This design comes from an exercise in tuning for small area on the open sky130 flow, not from production work.
Function was checked by simulation only, so behaviour that the tests miss may differ from the original.
Power figures rest on the tool's default switching activity, not on a simulated workload.

==> design.v <==
`timescale 1ns / 1ps
module apb_bus(
	input i_clk,
	input i_rst_n,
	input i_psel,
	input i_pwrite,
	input i_penable,
	input [31:0] i_paddr,
	input [31:0] i_pwdata,
	output[31:0] o_prdata,
	output o_pready, 
	output o_pslverr,
	input i_error,
	input [31:0] i_rdata,
	output [11:0] o_addr,
	output o_wr_en, 
	output o_rd_en,
	output [31:0] o_wdata
);
assign o_wr_en = i_psel & i_pwrite & i_penable & o_pready & (i_paddr[31:12] == 20'h40002);
assign o_addr =  (i_paddr[31:12] == 20'h40002)?i_paddr[11:0]:0;
assign o_wdata = i_pwdata;
assign o_rd_en = i_psel & !i_pwrite & i_penable & o_pready & (i_paddr[31:12] == 20'h40002);
assign o_prdata = o_pready? i_rdata: 32'b0;
assign o_pready = 1'b1;
	assign o_pslverr = o_pready & (i_error | (i_psel & i_penable & (i_paddr[31:0] >= 32'h40002018 & i_paddr[31:0] <= 32'h40002FFF )));  
endmodule
`timescale 1ns / 1ps
module fifo (
    input              i_clk,
    input              i_rst_n,
    input              i_wr_en,
    input              i_rd_en,
    input  [15:0]      i_data_in,
    output [15:0]      o_data_out,
    output             o_fifo_full,
    output             o_fifo_empty
);    
    reg  [4:0]  r_wptr, r_rptr;         
    reg  [15:0] r_mem[15:0];            
    wire w_fifo_wr, w_fifo_rd, w_fbit_comp, w_pointer_equal;
    assign w_fifo_wr = (~o_fifo_full)  & i_wr_en;
    assign w_fifo_rd = (~o_fifo_empty) & i_rd_en;
    assign w_fbit_comp     = r_wptr[4] ^ r_rptr[4];
    assign w_pointer_equal = (r_wptr[3:0] == r_rptr[3:0]);
    assign o_fifo_full  = w_fbit_comp    & w_pointer_equal;
    assign o_fifo_empty = (~w_fbit_comp) & w_pointer_equal;
    always @(posedge i_clk or negedge i_rst_n) begin
        if(!i_rst_n)
            r_wptr <= 5'b00000;
        else if(w_fifo_wr)
            r_wptr <= r_wptr + 1'b1;
        else 
            r_wptr <= r_wptr;
    end
    always @(posedge i_clk or negedge i_rst_n) begin
        if(!i_rst_n)
            r_rptr <= 5'b00000;
        else if(w_fifo_rd)
            r_rptr <= r_rptr + 1'b1;
        else 
            r_rptr <= r_rptr;
    end
    always @(posedge i_clk) begin
        if(w_fifo_wr) 
            r_mem[r_wptr[3:0]] <= i_data_in;
    end
    assign o_data_out = r_mem[r_rptr[3:0]];
endmodule
`timescale 1ns / 1ps
module interrupt(
	output o_int,
	input tx_empty,
	input tx_full,
	input rx_empty,
	input rx_full,
	input en_tx_empty,
	input en_tx_full,
	input en_rx_empty,
	input en_rx_full
    );
    wire int_tx_empty;    
    wire int_tx_full;     
    wire int_rx_empty;    
    wire int_rx_full;     
    assign int_tx_empty = tx_empty & en_tx_empty;
    assign int_tx_full = tx_full & en_tx_full;
    assign int_rx_empty = rx_empty & en_rx_empty;
    assign int_rx_full = rx_full & en_rx_full;
    assign o_int = int_tx_empty | int_tx_full | int_rx_empty | int_rx_full;
endmodule
`timescale 1ns / 1ps
module register(
    input i_clk,
    input i_rst_n,
    input i_rd_en,
    input i_wr_en,
    input [11:0] i_addr,
    input [31:0] i_wdata,
    output o_error,
    output reg [31:0] o_rdata,
    input i_busy,
    output [7:0] o_div_val,
    output o_cpol,
    output o_cpha,
    output o_wls,
    output o_cdte,
    output [1:0] o_ss,
    input i_tx_empty,
    input i_tx_full,
    output reg o_tx_wr_en,
    output [15:0] o_tx_data,
    input i_rx_empty,
    input i_rx_full,
    input [15:0] i_rx_data,
    output reg o_rx_rd_en,
    output o_en_tx_empty,
    output o_en_tx_full,
    output o_en_rx_empty,
    output o_en_rx_full
    );
    parameter DEFAULT_LCR   = 32'h0000_0000;
    parameter DEFAULT_DLR   = 32'h0000_0000;
    parameter DEFAULT_IER   = 32'h0000_0000;
    parameter DEFAULT_FSR   = 32'h0000_000A;
    parameter DEFAULT_TBR   = 32'h0000_0000;
    parameter DEFAULT_RBR   = 32'h0000_0000;
    reg [31:0] r_LCR;
    reg [31:0] r_DLR;
    reg [31:0] r_IER;
    reg [31:0] r_FSR;
    reg [31:0] r_TBR;
    reg [31:0] r_RBR;
    reg [6:0] r_sel;
    reg r_LCR_change, r_div_val_change, r_div_val_limit;
    always@(i_addr) begin
        case(i_addr)
            12'h000: r_sel = 6'b00_0001;      
            12'h004: r_sel = 6'b00_0010;      
            12'h008: r_sel = 6'b00_0100;      
            12'h00C: r_sel = 6'b00_1000;      
            12'h010: r_sel = 6'b01_0000;      
            12'h014: r_sel = 6'b10_0000;      
            default: r_sel = 6'b00_0000;
        endcase
     end
     always@(*) begin
        if(!i_rst_n) begin
            r_LCR_change = 0;
            r_div_val_change = 0;
            r_div_val_limit = 0;
        end
        else if (i_wr_en) begin
            r_div_val_change = r_sel[1] && i_busy && i_wdata[7:0]!=r_DLR[7:0];
            r_LCR_change = r_sel[0] && i_busy && i_wdata[5:0]!=r_LCR[5:0];
            r_div_val_limit = r_sel[1] && (i_wdata[7:0] == 8'd0);
        end
        else begin
            r_LCR_change = 0;
            r_div_val_change = 0;
            r_div_val_limit = 0;
        end 
     end 
     assign o_error = r_LCR_change | r_div_val_change;
     always@(posedge i_clk, negedge i_rst_n) begin
        if (!i_rst_n)
            r_LCR <= DEFAULT_LCR;
        else if(i_wr_en && r_sel[0] && !i_rd_en && ~o_error)
            r_LCR[5:0] <= i_wdata[5:0];
        else
            r_LCR <= r_LCR;
     end
     assign o_wls    	= r_LCR[0];
     assign o_cpol    	= r_LCR[1];
     assign o_cpha    	= r_LCR[2];
     assign o_cdte    	= r_LCR[3];
     assign o_ss      	= r_LCR[5:4];
     always@(posedge i_clk, negedge i_rst_n) begin
        if (!i_rst_n)
            r_DLR <= DEFAULT_DLR;
        else if (i_wr_en && r_sel[1] && !i_rd_en && ~o_error)
            r_DLR <= i_wdata[7:0];
        else
            r_DLR <= r_DLR;
     end
     assign o_div_val = r_DLR[7:0];
     always@(posedge i_clk, negedge i_rst_n) begin
        if (!i_rst_n)  
            r_IER <= DEFAULT_IER;
        else if (i_wr_en && r_sel[2] && !i_rd_en && ~o_error)
            r_IER <= i_wdata[3:0];
        else
            r_IER <= r_IER;
     end
     assign o_en_tx_empty = r_IER[0];
     assign o_en_tx_full = r_IER[1]; 
     assign o_en_rx_empty = r_IER[2];
     assign o_en_rx_full = r_IER[3];
     always@(posedge i_clk, negedge i_rst_n) begin
     	if (!i_rst_n)
     		r_FSR <= DEFAULT_FSR;
     	else
     		r_FSR <= r_FSR;
     end
     always@(posedge i_clk, negedge i_rst_n) begin
     	if (!i_rst_n)
     		r_TBR <= DEFAULT_TBR;
     	else if (i_wr_en && r_sel[4] && !i_rd_en && ~o_error)
     		r_TBR <= i_wdata[15:0];
     	else
     		r_TBR <= r_TBR;
     end
     assign o_tx_data = r_TBR;
     always@(posedge i_clk, negedge i_rst_n) begin
     	if(!i_rst_n)
     		r_RBR <= DEFAULT_RBR;
     	else
     		r_RBR <= r_RBR;
     end
     always@(*) begin
     	if (i_rd_en)
     		case(r_sel) 
     			6'b00_0001: o_rdata = r_LCR;												 
     			6'b00_0010: o_rdata = r_DLR;												 
     			6'b00_0100: o_rdata = r_IER;												 
     			6'b00_1000: o_rdata = {28'h0, i_rx_full, i_rx_empty, i_tx_full, i_tx_empty}; 
     			6'b01_0000: o_rdata = 32'h0000_0000;										 
     			6'b10_0000: o_rdata = {16'h0000, i_rx_data};											 
     			default:	o_rdata = 32'hFFFF_FFFF;										 
     		endcase
     	else
     		o_rdata = 0;
     end
     always@(posedge i_clk or negedge i_rst_n) begin
     	if(!i_rst_n) 
     		o_tx_wr_en <= 1'b0;
     	else if (~i_tx_full & i_wr_en & r_sel[4])
     		o_tx_wr_en <= 1'b1;
     	else
     		o_tx_wr_en <= 1'b0;
     end
     always@(posedge i_clk or negedge i_rst_n) begin
     	if (!i_rst_n)
     		o_rx_rd_en <= 1'b0;
     	else if (~i_rx_empty & i_rd_en & r_sel[5])
     		o_rx_rd_en <= 1'b1;
     	else 
     		o_rx_rd_en <= 1'b0;
     end     
endmodule
`timescale 1ns / 1ps
module spi_cs_gen(
    input  wire [1:0] i_ss,
    input  wire [1:0] i_state,
    output wire [3:0] o_SS
);
    wire [3:0] w_sel =
        (i_ss == 2'd0) ? 4'b0001 :
        (i_ss == 2'd1) ? 4'b0010 :
        (i_ss == 2'd2) ? 4'b0100 :
                         4'b1000;
    assign o_SS =
        (i_state == 2'b01 ||  
         i_state == 2'b10 )   
         ? ~w_sel             
         : 4'b1111;
endmodule
`timescale 1ns / 1ps
module spi_fsm_ctrl(
    input  wire       i_clk,
    input  wire       i_rst_n,
    input  wire       i_tx_empty,
    input  wire       i_rx_full,
    input  wire       i_cdte,
    input  wire       i_frame_done,
    output reg        o_tx_load,
    output reg        o_tx_rd,
    output reg        o_frame_init,
    output reg        o_in_transfer,
    output reg        o_shift_en,
    output reg        o_sample_en,
    output reg [1:0]  o_state,
    output wire       o_busy
);
    localparam [1:0]
        ST_IDLE     = 2'b00,
        ST_LOAD     = 2'b01,
        ST_TRANSFER = 2'b10,
        ST_DONE     = 2'b11;
    reg [1:0] next_state;
    reg [2:0] gap_cnt;
    assign o_busy = (o_state != ST_IDLE);
    always @(*) begin
        next_state     = o_state;
        o_tx_load      = 1'b0;
        o_tx_rd        = 1'b0;
        o_frame_init   = 1'b0;
        o_in_transfer  = 1'b0;
        o_shift_en     = 1'b0;
        o_sample_en    = 1'b0;
        case (o_state)
            ST_IDLE: begin
                if (!i_tx_empty && !i_rx_full)
                    next_state = ST_LOAD;
            end
            ST_LOAD: begin
                o_tx_rd      = 1'b1;
                o_tx_load    = 1'b1;
                o_frame_init = 1'b1;
                next_state   = ST_TRANSFER;
            end
            ST_TRANSFER: begin
                o_in_transfer = 1'b1;
                o_shift_en    = 1'b1;
                o_sample_en   = 1'b1;
                if (i_frame_done) begin
                    if (!i_cdte)
                        next_state = ST_DONE;
                    else begin
                        if (!i_tx_empty && !i_rx_full)
                            next_state = ST_LOAD;
                        else
                            next_state = ST_IDLE;
                    end
                end
            end
            ST_DONE: begin
                if (gap_cnt == 3)
                    next_state = ST_IDLE;
            end
        endcase
    end
    always @(posedge i_clk or negedge i_rst_n) begin
        if (!i_rst_n) begin
            o_state <= ST_IDLE;
            gap_cnt <= 3'd0;
        end else begin
            o_state <= next_state;
            if (o_state == ST_DONE) begin
                if (gap_cnt != 3'd3)
                    gap_cnt <= gap_cnt + 1'b1;
            end else begin
                gap_cnt <= 3'd0;
            end
        end
    end
endmodule
`timescale 1ns / 1ps
module spi_shift_datapath(
    input  wire        i_clk,
    input  wire        i_rst_n,
    input  wire        i_cpha,
    input  wire        i_wls,
    input  wire [15:0] i_tx_data,
    input  wire [4:0]  i_bit_cnt,
    input  wire        i_tx_load,
    input  wire        i_shift_en,
    input  wire        i_sample_en,
    input  wire        i_frame_done,
    input  wire        i_frame_active,
    input  wire        i_leading_edge,
    input  wire        i_trailing_edge,
    input  wire        i_MISO,
    output reg         o_MOSI,
    output reg         o_rx_wr,
    output reg [15:0]  o_rx_data
);
    reg [15:0] tx_shift;
    reg [15:0] rx_shift;
    reg [4:0]  tx_idx;
    reg [3:0]  rx_idx;
    wire w_shift_edge  = i_cpha ? i_leading_edge  : i_trailing_edge;
    wire w_sample_edge = i_cpha ? i_trailing_edge : i_leading_edge;
    always @(posedge i_clk or negedge i_rst_n) begin
        if (!i_rst_n) begin
            tx_shift <= 16'h0000;
            rx_shift <= 16'h0000;
            tx_idx   <= 0;
            rx_idx   <= 0;
            o_MOSI   <= 1'b0;
            o_rx_wr  <= 1'b0;
            o_rx_data<= 16'h0000;
        end else begin
            o_rx_wr <= 1'b0;
            if (i_tx_load) begin
                tx_shift <= i_wls ? i_tx_data
                                  : {8'h00, i_tx_data[7:0]};
                rx_shift <= 16'h0000;
                rx_idx   <= 0;
                if (!i_cpha) begin
                    tx_idx  <= i_bit_cnt - 1;
                    o_MOSI  <= i_tx_data[i_bit_cnt-1];
                end
                else begin
                    tx_idx <= i_bit_cnt;
                end
            end
            if (i_shift_en && w_shift_edge && i_frame_active) begin
                if (tx_idx != 0) begin
                    tx_idx <= tx_idx - 1;
                    o_MOSI <= tx_shift[tx_idx-1];
                end
            end
            if (i_sample_en && w_sample_edge && i_frame_active) begin
                rx_shift <= {rx_shift[14:0], i_MISO};
                if (rx_idx != (i_bit_cnt - 1))
                    rx_idx <= rx_idx + 1'b1;
            end
            if (i_frame_done) begin
                o_rx_data <= i_wls ? rx_shift
                                   : {8'h00, rx_shift[7:0]};
                o_rx_wr   <= 1'b1;
            end
        end
    end
endmodule
`timescale 1ns / 1ps
module spi_sclk_gen(
    input  wire       i_clk,
    input  wire       i_rst_n,
    input  wire       i_cpol,
    input  wire [7:0] i_div_val,
    input  wire [5:0] i_edge_total,
    input  wire       i_frame_init,
    input  wire       i_in_transfer,
    output reg        o_sclk,
    output reg        o_frame_done,
    output reg        o_frame_active,
    output wire       o_leading_edge,
    output wire       o_trailing_edge
);
    reg [8:0] div_cnt;
    reg [5:0] edge_rem;
    wire toggle = o_frame_active && (div_cnt == i_div_val);
    assign o_leading_edge  = toggle && (o_sclk == i_cpol);
    assign o_trailing_edge = toggle && (o_sclk != i_cpol);
    always @(posedge i_clk or negedge i_rst_n) begin
        if (!i_rst_n) begin
            o_sclk       <= 1'b0;
            div_cnt      <= 9'd0;
            edge_rem     <= 6'd0;
            o_frame_active <= 1'b0;
            o_frame_done <= 1'b0;
        end else begin
            o_frame_done <= 1'b0;
            if (i_frame_init) begin
                o_sclk       <= i_cpol;
                div_cnt      <= 9'd0;
                edge_rem     <= i_edge_total;
                o_frame_active <= 1'b1;
            end
            else if (!i_in_transfer) begin
                o_sclk       <= i_cpol;
                div_cnt      <= 9'd0;
                edge_rem     <= 6'd0;
                o_frame_active <= 1'b0;
            end
            else if (o_frame_active) begin
                if (toggle) begin
                    div_cnt <= 0;
                    o_sclk  <= ~o_sclk;
                    if (edge_rem != 0) begin
                        edge_rem <= edge_rem - 1'b1;
                        if (edge_rem == 6'd1) begin
                            o_frame_active <= 1'b0;
                            o_frame_done <= 1'b1;
                            o_sclk       <= i_cpol;
                        end
                    end
                end
                else begin
                    div_cnt <= div_cnt + 1'b1;
                end
            end
        end
    end
endmodule
`timescale 1ns / 1ps
module spi_master(
    input  wire        i_clk,
    input  wire        i_rst_n,
    input  wire [7:0]  i_div_val,
    input  wire        i_cpol,
    input  wire        i_cpha,
    input  wire        i_wls,
    input  wire        i_cdte,
    input  wire [1:0]  i_ss,
    output wire        o_busy,
    input  wire [15:0] i_tx_data,
    input  wire        i_tx_empty,
    input  wire        i_tx_full,
    output wire [15:0] o_rx_data,
    input  wire        i_rx_empty,
    input  wire        i_rx_full,
    output wire        o_tx_rd,
    output wire        o_rx_wr,
    input  wire        i_MISO,
    output wire        o_MOSI,
    output wire        o_SCLK,
    output wire [3:0]  o_SS
);
    wire [1:0] w_state;
    wire       w_tx_load, w_tx_rd, w_frame_init, w_in_transfer;
    wire       w_shift_en, w_sample_en;
    wire       w_leading_edge, w_trailing_edge, w_frame_done, w_frame_active;
    wire [4:0] bit_cnt  = i_wls ? 5'd16 : 5'd8;
    wire [5:0] edge_cnt = {bit_cnt,1'b0};
    spi_fsm_ctrl FSM(
        .i_clk(i_clk),
        .i_rst_n(i_rst_n),
        .i_tx_empty(i_tx_empty),
        .i_rx_full(i_rx_full),
        .i_cdte(i_cdte),
        .i_frame_done(w_frame_done),
        .o_tx_load(w_tx_load),
        .o_tx_rd(o_tx_rd),
        .o_frame_init(w_frame_init),
        .o_in_transfer(w_in_transfer),
        .o_shift_en(w_shift_en),
        .o_sample_en(w_sample_en),
        .o_state(w_state),
        .o_busy(o_busy)
    );
    spi_sclk_gen SCLK_GEN(
        .i_clk(i_clk),
        .i_rst_n(i_rst_n),
        .i_cpol(i_cpol),
        .i_div_val(i_div_val),
        .i_edge_total(edge_cnt),
        .i_frame_init(w_frame_init),
        .i_in_transfer(w_in_transfer),
        .o_sclk(o_SCLK),
        .o_frame_done(w_frame_done),
        .o_frame_active(w_frame_active),
        .o_leading_edge(w_leading_edge),
        .o_trailing_edge(w_trailing_edge)
    );
    spi_shift_datapath SHIFT(
        .i_clk(i_clk),
        .i_rst_n(i_rst_n),
        .i_cpha(i_cpha),
        .i_wls(i_wls),
        .i_tx_data(i_tx_data),
        .i_bit_cnt(bit_cnt),
        .i_tx_load(w_tx_load),
        .i_shift_en(w_shift_en),
        .i_sample_en(w_sample_en),
        .i_frame_done(w_frame_done),
        .i_frame_active(w_frame_active),
        .i_leading_edge(w_leading_edge),
        .i_trailing_edge(w_trailing_edge),
        .i_MISO(i_MISO),
        .o_MOSI(o_MOSI),
        .o_rx_wr(o_rx_wr),
        .o_rx_data(o_rx_data)
    );
    spi_cs_gen CS(
        .i_ss(i_ss),
        .i_state(w_state),
        .o_SS(o_SS)
    );
endmodule
`timescale 1ns / 1ps
module apb_spi_top(
    input  wire        i_clk,
    input  wire        i_rst_n,
    input  wire        i_psel,
    input  wire        i_pwrite,
    input  wire        i_penable,
    input  wire [31:0] i_paddr,
    input  wire [31:0] i_pwdata,
    output wire [31:0] o_prdata,
    output wire        o_pready,
    output wire        o_pslverr,
    input  wire        i_MISO,
    output wire        o_MOSI,
    output wire        o_SCLK,
    output wire        o_SS0,
    output wire        o_SS1,
    output wire        o_SS2,
    output wire        o_SS3,
    output wire        o_int
);
    wire [11:0] w_addr;
    wire        w_wr_en;
    wire        w_rd_en;
    wire [31:0] w_wdata;
    wire        w_error;
    wire [31:0] w_rdata;
    wire [7:0]  w_div_val;
    wire        w_cpol;
    wire        w_cpha;
    wire        w_wls;
    wire        w_cdte;
    wire [1:0]  w_ss;           
    wire        w_busy;
    wire        w_tx_empty;
    wire        w_tx_full;
    wire        w_tx_wr_en;
    wire [15:0] w_tx_data;
    wire        w_rx_empty;
    wire        w_rx_full;
    wire        w_rx_rd_en;
    wire [15:0] w_rx_fifo_dout;
    wire        w_tx_rd;
    wire        w_rx_wr;
    wire [15:0] w_tx_fifo_dout;
    wire [15:0] w_rx_spi_data;
    wire        w_en_tx_empty;
    wire        w_en_tx_full;
    wire        w_en_rx_empty;
    wire        w_en_rx_full;
    wire [3:0] w_SS_bus;
    apb_bus u_apb_bus (
        .i_clk     (i_clk),
        .i_rst_n   (i_rst_n),
        .i_psel    (i_psel),
        .i_pwrite  (i_pwrite),
        .i_penable (i_penable),
        .i_paddr   (i_paddr),
        .i_pwdata  (i_pwdata),
        .o_prdata  (o_prdata),
        .o_pready  (o_pready),
        .o_pslverr (o_pslverr),
        .i_error   (w_error),
        .i_rdata   (w_rdata),
        .o_addr    (w_addr),
        .o_wr_en   (w_wr_en),
        .o_rd_en   (w_rd_en),
        .o_wdata   (w_wdata)
    );
    register u_register (
        .i_clk      (i_clk),
        .i_rst_n    (i_rst_n),
        .i_rd_en    (w_rd_en),
        .i_wr_en    (w_wr_en),
        .i_addr     (w_addr),
        .i_wdata    (w_wdata),
        .o_error    (w_error),
        .o_rdata    (w_rdata),
        .i_busy     (w_busy),
        .o_div_val  (w_div_val),
        .o_cpol     (w_cpol),
        .o_cpha     (w_cpha),
        .o_wls      (w_wls),
        .o_cdte     (w_cdte),
        .o_ss       (w_ss),
        .i_tx_empty (w_tx_empty),
        .i_tx_full  (w_tx_full),
        .o_tx_wr_en (w_tx_wr_en),
        .o_tx_data  (w_tx_data),
        .i_rx_empty (w_rx_empty),
        .i_rx_full  (w_rx_full),
        .i_rx_data  (w_rx_fifo_dout),
        .o_rx_rd_en (w_rx_rd_en),
        .o_en_tx_empty (w_en_tx_empty),
        .o_en_tx_full  (w_en_tx_full),
        .o_en_rx_empty (w_en_rx_empty),
        .o_en_rx_full  (w_en_rx_full)
    );
    fifo u_tx_fifo (
        .i_clk       (i_clk),
        .i_rst_n     (i_rst_n),
        .i_wr_en     (w_tx_wr_en),
        .i_rd_en     (w_tx_rd),
        .i_data_in   (w_tx_data),
        .o_data_out  (w_tx_fifo_dout),
        .o_fifo_full (w_tx_full),
        .o_fifo_empty(w_tx_empty)
    );
    fifo u_rx_fifo (
        .i_clk       (i_clk),
        .i_rst_n     (i_rst_n),
        .i_wr_en     (w_rx_wr),
        .i_rd_en     (w_rx_rd_en),
        .i_data_in   (w_rx_spi_data),
        .o_data_out  (w_rx_fifo_dout),
        .o_fifo_full (w_rx_full),
        .o_fifo_empty(w_rx_empty)
    );
    spi_master u_spi_master (
        .i_clk      (i_clk),
        .i_rst_n    (i_rst_n),
        .i_div_val  (w_div_val),
        .i_cpol     (w_cpol),
        .i_cpha     (w_cpha),
        .i_wls      (w_wls),
        .i_cdte     (w_cdte),
        .i_ss       (w_ss),
        .o_busy     (w_busy),
        .i_tx_data  (w_tx_fifo_dout),
        .i_tx_empty (w_tx_empty),
        .i_tx_full  (w_tx_full),
        .o_rx_data  (w_rx_spi_data),
        .i_rx_empty (w_rx_empty),
        .i_rx_full  (w_rx_full),
        .o_tx_rd    (w_tx_rd),
        .o_rx_wr    (w_rx_wr),
        .i_MISO     (i_MISO),
        .o_MOSI     (o_MOSI),
        .o_SCLK     (o_SCLK),
        .o_SS       (w_SS_bus)       
    );
    assign o_SS0 = w_SS_bus[0];
    assign o_SS1 = w_SS_bus[1];
    assign o_SS2 = w_SS_bus[2];
    assign o_SS3 = w_SS_bus[3];
    interrupt u_interrupt (
        .o_int        (o_int),
        .tx_empty     (w_tx_empty),
        .tx_full      (w_tx_full),
        .rx_empty     (w_rx_empty),
        .rx_full      (w_rx_full),
        .en_tx_empty  (w_en_tx_empty),
        .en_tx_full   (w_en_tx_full),
        .en_rx_empty  (w_en_rx_empty),
        .en_rx_full   (w_en_rx_full)
    );
endmodule
==> run.sh <==
#!/bin/bash
# synth_recipe.tcl (not shown) runs the flow's synth.tcl, then flattens the netlist and writes it again
# the make line also repeats each setting of config.mk as NAME=value (left out here)
make -C /OpenROAD-flow-scripts/flow DESIGN_CONFIG=/design/flow/config.mk WORK_HOME=/design/flow/orfs CLKGATE_MAP_FILE= SYNTH_SCRIPT=/design/flow/synth_recipe.tcl finish
==> config.mk <==
export PLATFORM = sky130hd
export DESIGN_NAME = apb_spi_top
export DESIGN_NICKNAME = apb_spi_top
export VERILOG_FILES = /design/flow/design.v
export SDC_FILE = /design/flow/constraint.sdc
export NUM_CORES = 4
export LEC_CHECK = 0
export CAP_MARGIN = 20
export CORE_MARGIN = 2
export CORE_UTILIZATION = 40
export PLACE_DENSITY = 0.6
export SLEW_MARGIN = 20
==> constraint.sdc <==
create_clock -name core_clock -period 10.0 [get_ports {i_clk}]
set_input_delay 2.0000 -clock core_clock [delete_from_list [all_inputs] [get_ports {i_clk}]]
set_output_delay 2.0000 -clock core_clock [all_outputs]
set_load 0.01 [all_outputs]
==> flow_summary.toml <==
[worst_setup_path]
startpoint = "i_paddr[23]"
rr_endpoint = "u_tx_fifo.r_mem[1][0]"
cp-start-kind = "input port"
crit_path_cell_trace = "clkdlybuf4s50_1 > nor4b_2 > nand4_2 > nor2_4 > nand3_2 > or4_1 > o22ai_1 > clkdlybuf4s50_1"
cp.depth = 8
cpMaxStageDelayCell = "or4_1"
cp_slowest_stage_delay_ns = 0.79
cpMostUsedCell = "clkdlybuf4s50_1"
worst-endpoint-required_ns = 8.00
r2r-start = "u_tx_fifo.r_rptr[0]"
r2r_setup_slack_ns = 6.18
endpoint_kind = "output pin"
cp_max_fo = 13
cpLargestDelayFamily = "simple AND/OR/NAND/NOR gates"
path_buf_inv = 2
r2r_cells = 7
worstPathArrival_ns = 5.18
worstSetupPathType = "in2out"

[global_routing]
grt_pass1_vias = 14300
grt_overflow = 0
grt_pass1_wl_mm = 89.9
grtUsageTotal_pct = 17.4
grt_antenna_before_repair = 2
grt_max_degree = 62

[yosys]
synth_cells = 1520
syn-cell-area_um2 = 26700
synthFlopType = "edfxtp_1"
syn-num-nets = 1613
synth_cell_types = 66
ys_ff_latch = 646
synth_edf_count = 512
synthArstFlopShare_pct = 20.7
yosysSeqAreaShare_pct = 70.0
yosysWarnings = 5
syn_area_per_cell_um2 = 17.6

[cts]
ctsHoldBuffers = 0
tritoncts = "yes"
worstSkewPairLatency_ns = 0.61
cts_root_buffer = "clkbuf_16"
postCtsSetupBuffers = 0
cts-resized-gates = 0
htreeDepth = 3
clkTransAtPathRegs_ns = 0.06
cts_made_buffers = 70
clk_path_buf_depth = 3
clkSinkCount = 646

[worst_hold_path]
hold_class = "reg2reg"
hold_path.startpoint = "u_spi_master.SHIFT.tx_shift[7]"
hold_path_depth = 1
worstHoldEndpoint = "u_spi_master.SHIFT.tx_shift[7]"

[detailed_routing]
drt-initial-drc-count = 1088
wl_mm = 59.5
drt_first_pass_iters = 5
wl_per_cell_um = 23.3
drt_drc_violations_left = 0
via_count = 13900
vias_per_cell = 5.43
antenna_left = 0

[placement]
portBuffers = 93
gp_congestion = 0.788
dp_hpwl_mm = 36.3

[timing]
maxSlewViolCount = 0
slew_headroom_pct = 27.9
fin_crit_ns = 7.18
hold_slack_ns = 0.474
hold_violations = 0
setup_violations = 0
max_freq_ghz = 0.139
skew_ns = 0.0268
fin_setup_tns_ns = 0
period_share_pct = 71.8
worst_pin_slew_ns = 1.08
rsz0062_at_grt = "no"

[cells_and_area]
multi_input_area_um2 = 7510
nFillCells = 5575
layout-drive-gt1-share_pct = 23.1
antenna_cells = 0
layout_commonest_cell = "edfxtp_1"
seqCellArea_um2 = 18700
nets = 1722
area_delta_synth_final_pct = 15.9
final_cell_mix = "edfxtp_1, mux4_2, dfrtp_1, clkdlybuf4s50_1, nand2_1"

[floorplanning]
die_area_um2 = 68900
start_util_pct = 40.5
design.core.area_um2 = 66000
num_rows = 94
dieHeight_um = 263
die_w_um = 263
io_pins = 111

[run_status]
outcome = "finished clean"

[pwr]
vdd_ir_drop_max_mv = 0.139
leakage_nw = 8.99
p_per_area_nw_per_um2 = 178

[run]
drv_cap = 0
[where the power goes]
part,total (mW),switching [mW],internal (mW)
sequential,2.88,0.00424,2.87
combinational,0.0593,0.0300,0.0292
clock,2.59,1.03,1.56
[layer usage]
layer / vias up / part of all wire, % / GRT usage (%)
met5: - / 0 / 0
met4: 0 / 2.5 / 5.89
met3: 97 / 5.2 / 3.10
met2: 333 / 51 / 30.1
met1: 7253 / 41 / 22.3
li1: 6168 / - / -
[metrics by stage]
stage | power [mW] | cells | area, um2 | setup slack [ns] | utilization [%]
6_report | 5.53 | 2551 | 31000 | 2.82 | 47.0
5_1_grt | 5.70 | 2551 | 31000 | 2.65 | 47.0
4_1_cts | 5.59 | 2550 | 31000 | 2.82 | 47.0
3_5_place_dp | 2.99 | 2420 | 28600 | 2.82 | 43.4
3_3_place_gp | 2.99 | 2420 | 28600 | 2.88 | 43.4
2_1_floorplan | 2.95 | 1520 | 26700 | 4.29 | -
[cell type report]
cell class	count	share of cell area (%)
flip-flops and latches	646	60.4
multi-input cells	749	24.2
repair buffers	127	3.87
clock buffers	94	6.44
well taps	864	3.49
inverters	35	0.424
clock inverters	36	1.11
[worst max-delay path by stage]
stage / endpoint / slack [ns]
after floorplan: o_prdata[11] / 4.29
after global placement: o_prdata[7] / 2.88
after detailed placement: o_prdata[19] / 2.82
after CTS: o_prdata[19] / 2.82
after global routing: o_prdata[23] / 2.65
final: o_prdata[4] / 2.82
[cell usage after synthesis (3+ instances only)]
cell | count | area [um2]
ha_1 | 23 | 288
buf_1 | 8 | 30.0
dfrtp_1 | 134 | 3350
nor3_1 | 12 | 60.1
nor2_1 | 76 | 285
o21ai_0 | 35 | 175
o22ai_1 | 9 | 56.3
buf_2 | 21 | 105
a21oi_1 | 35 | 175
nand2_1 | 75 | 282
xnor2_1 | 50 | 438
inv_1 | 35 | 131
or4_1 | 3 | 22.5
a31oi_1 | 4 | 25.0
a211oi_1 | 4 | 30.0
nand4_1 | 23 | 144
nand3b_1 | 4 | 30.0
mux2_4 | 9 | 135
mux2i_1 | 34 | 340
a221oi_1 | 4 | 35.0
clkbuf_1 | 43 | 161
nor2b_1 | 11 | 68.8
and2_1 | 9 | 56.3
nor4b_1 | 5 | 43.8
mux4_2 | 141 | 3180
mux2_2 | 59 | 664
nor3b_1 | 3 | 22.5
or3_1 | 3 | 18.8
a22oi_1 | 3 | 22.5
nand3_1 | 44 | 220
buf_4 | 16 | 120
edfxtp_1 | 512 | 15400
nor4_1 | 6 | 37.5
a21o_1 | 4 | 30.0
nand2b_1 | 5 | 31.3
and4_1 | 5 | 43.8
xor2_1 | 15 | 131
[kinds of logic (layout without fill, tap and decap cells)]
family	Yosys count	after routing	share of synthesized area, %
AOI/OAI and AO/OA	117	117	2.73
xor gates and xnor gates	65	65	2.13
adders and majority gates	23	23	1.08
buffers and inverters	125	292	2.17
DFF	646	646	70.0
muxes	243	243	16.1
other	1	1	0.0140
and+or+nand+nor	300	300	5.73
[sequential cells by signal, summed over array words and instances, names as in the netlist, 8 cells and up]
name                           count
u_register.r_DLR                   8
u_register.r_TBR                  16
u_rx_fifo.r_mem                  256
u_spi_master.SCLK_GEN.div_cnt      9
u_spi_master.SHIFT.o_rx_data      16
u_spi_master.SHIFT.rx_shift       16
u_spi_master.SHIFT.tx_shift       16
u_tx_fifo.r_mem                  256

-- afterwards: timing with drivers on the ports --
The results above use ideal ports. As a check the final layout listed here was re-extracted and re-timed, cells and wires unchanged. Step 1 sets driving cells, clkbuf_16 on the clock port and buf_2 on the other inputs (assumed; they add their load-dependent delay and slew). Step 2 also shifts input and output timing later by t, the mid clock arrival at the registers, as if the neighbouring blocks saw the same clock. a / b / c = ideal / step 1 / step 2; a / b = the first two.
t (ns): 0.659
setup slack, ns: 2.820 / 2.791 / 2.791
worst hold slack (ns): 0.474 / 0.474 / 0.474
worst data-port slew with drivers (ns): 0.08
cell pins on the clock port's net: 1
After both steps setup and hold are still met in this run. The setup slack of this run moves by -0.029 ns with the drivers and by -0.029 ns with both steps.
